This is an optimization exercise on Yosys and OpenROAD, whose aim is small area and a short achievable clock period, not a production implementation.
In this exercise RTL edits were held to simulation tests only and were not proved equivalent to the original.

// pe
module pe (
    input wire clk,
    input wire rst,
    input wire [15:0] act,
    input wire [15:0] wgt,
    input wire store,
    input wire reuse,
    input wire [3:0] addr,
    input wire update_out,
    output reg [31:0] out
);
Size: about 1400 cells after synthesis, ~170 flip-flops, roughly 73 I/O pins, ~16000 um^2 of cells after synthesis.
Settings: LEC_CHECK=0, CAP_MARGIN=20, CORE_MARGIN=2, CORE_UTILIZATION=60, PLACE_DENSITY=0.75, SETUP_SLACK_MARGIN=5, SLEW_MARGIN=20, SYNTH_HIERARCHICAL=1; clock period 11.0 ns.
standard.sh (not shown) runs the stock make flow with config.mk's settings and CLKGATE_MAP_FILE= SYNTH_SCRIPT=/design/flow/synth_recipe.tcl, a recipe that flattens the netlist after the stock synthesis.
==> flow/flow/run.sh <==
#!/bin/bash
# Layout flow: the standard synthesis unchanged; after the floorplan every
# combinational cell is set to its smallest drive strength (downsize.tcl), then the standard flow's
# standard layout continues, with timing repair upsizing what the timing needs.
set -euo pipefail
here=$(pwd)
bash standard.sh synth > synth.log 2>&1
bash standard.sh floorplan > floorplan.log 2>&1
odb=$(ls $here/orfs/results/*/pe/base/2_floorplan.odb)
DS_ODB=$odb openroad -no_init -exit flow/downsize.tcl > downsize.log 2>&1
bash standard.sh 'BUFFER_PORTS_ARGS=-buffer_cell sky130_fd_sc_hd__buf_2' SETUP_SLACK_MARGIN=6 'CTS_ARGS=-sink_clustering_enable -repair_clock_nets -dont_use_dummy_load -buf_list sky130_fd_sc_hd__clkbuf_8 -sink_buffer_max_cap_derate 0.5' finish > layout.log 2>&1
==> flow/flow/downsize.tcl <==
# Set every combinational standard cell to the smallest drive strength of the same
# function; timing repair later in the flow upsizes the cells that need it.
# Flip-flops, tap cells and port buffers are left alone.
set odb_file $::env(DS_ODB)
read_db $odb_file
set db [ord::get_db]
set block [ord::get_db_block]
set skip {dfxtp dfxbp dfrtp dfrbp dfstp dfsbp edfxtp sdfxtp tapvpwrvgnd conb clkbuf clkinv}
set n 0
foreach inst [$block getInsts] {
  set m [$inst getMaster]
  set name [$m getName]
  if {![regexp {^sky130_fd_sc_hd__(\w+)_(\d+)$} $name -> base drive]} { continue }
  if {[lsearch -exact $skip $base] >= 0} { continue }
  set best ""
  set best_area [expr {[$m getWidth] * [$m getHeight]}]
  foreach d {0 1 2} {
    if {$d >= $drive} { break }
    set cand [$db findMaster "sky130_fd_sc_hd__${base}_$d"]
    if {$cand eq "NULL" || $cand eq ""} { continue }
    set a [expr {[$cand getWidth] * [$cand getHeight]}]
    if {$a < $best_area} { set best $cand; set best_area $a }
  }
  if {$best ne ""} {
    $inst swapMaster $best
    incr n
  }
}
puts "downsized $n instances"
write_db $odb_file
The baseline passed the timing, DRC and antenna checks.
Edit:
--- a/flow/flow/run.sh
+++ b/flow/flow/run.sh
@@ -11 +11 @@
-bash standard.sh 'BUFFER_PORTS_ARGS=-buffer_cell sky130_fd_sc_hd__buf_2' SETUP_SLACK_MARGIN=6 'CTS_ARGS=-sink_clustering_enable -repair_clock_nets -dont_use_dummy_load -buf_list sky130_fd_sc_hd__clkbuf_8 -sink_buffer_max_cap_derate 0.5' finish > layout.log 2>&1
+bash standard.sh 'BUFFER_PORTS_ARGS=-buffer_cell sky130_fd_sc_hd__buf_2' SETUP_SLACK_MARGIN=6 'CTS_ARGS=-sink_clustering_enable -repair_clock_nets -dont_use_dummy_load -buf_list sky130_fd_sc_hd__clkbuf_8 -sink_buffer_max_cap_derate 0.3 -sink_clustering_size 10 -sink_clustering_max_diameter 50' finish > layout.log 2>&1
Effect:
- The new run went through all stages and came out clean
- hold slack does not change
- design area is unchanged
- sequential share of layout area does not change
Edit:
--- a/flow/flow/run.sh
+++ b/flow/flow/run.sh
@@ -11 +11 @@
-bash standard.sh 'BUFFER_PORTS_ARGS=-buffer_cell sky130_fd_sc_hd__buf_2' SETUP_SLACK_MARGIN=6 'CTS_ARGS=-sink_clustering_enable -repair_clock_nets -dont_use_dummy_load -buf_list sky130_fd_sc_hd__clkbuf_8 -sink_buffer_max_cap_derate 0.3 -sink_clustering_size 10 -sink_clustering_max_diameter 50' finish > layout.log 2>&1
+bash standard.sh 'BUFFER_PORTS_ARGS=-buffer_cell sky130_fd_sc_hd__buf_2' SETUP_SLACK_MARGIN=6 finish > layout.log 2>&1
Result: The new run finished clean. Routed wire length rises slightly. Global-route usage rises by 0.54 points. Synthesized cell count stays the same. Setup slack improved by 200 ps.

afterwards: timing with drivers on the ports:
The results above use ideal ports. As a check the final layouts listed here were re-extracted and re-timed, cells and wires unchanged.
Step 1 sets driving cells, clkbuf_16 on the clock port and buf_2 on the other inputs (assumed; they add their load-dependent delay and slew).
Step 2 adds t to the input delays and takes it off the output delays; t is the mean of the earliest and latest rising clock arrival at the registers after step 1. Input paths then give back, and output paths get back, about the clock's delay inside the block.
a / b / c = ideal ports / drivers / drivers and shift; a / b = the first two.
run | t, ns | slack for setup (ns) | cell pins on the clock port's net
the first run | 0.507 | 5.688 / 5.688 / 5.688 | 1
the second run | 0.507 | 5.688 / 5.688 / 5.688 | 1
the third run | 0.492 | 5.888 / 5.888 / 5.888 | 1
After both steps setup and hold are still met in every run listed.
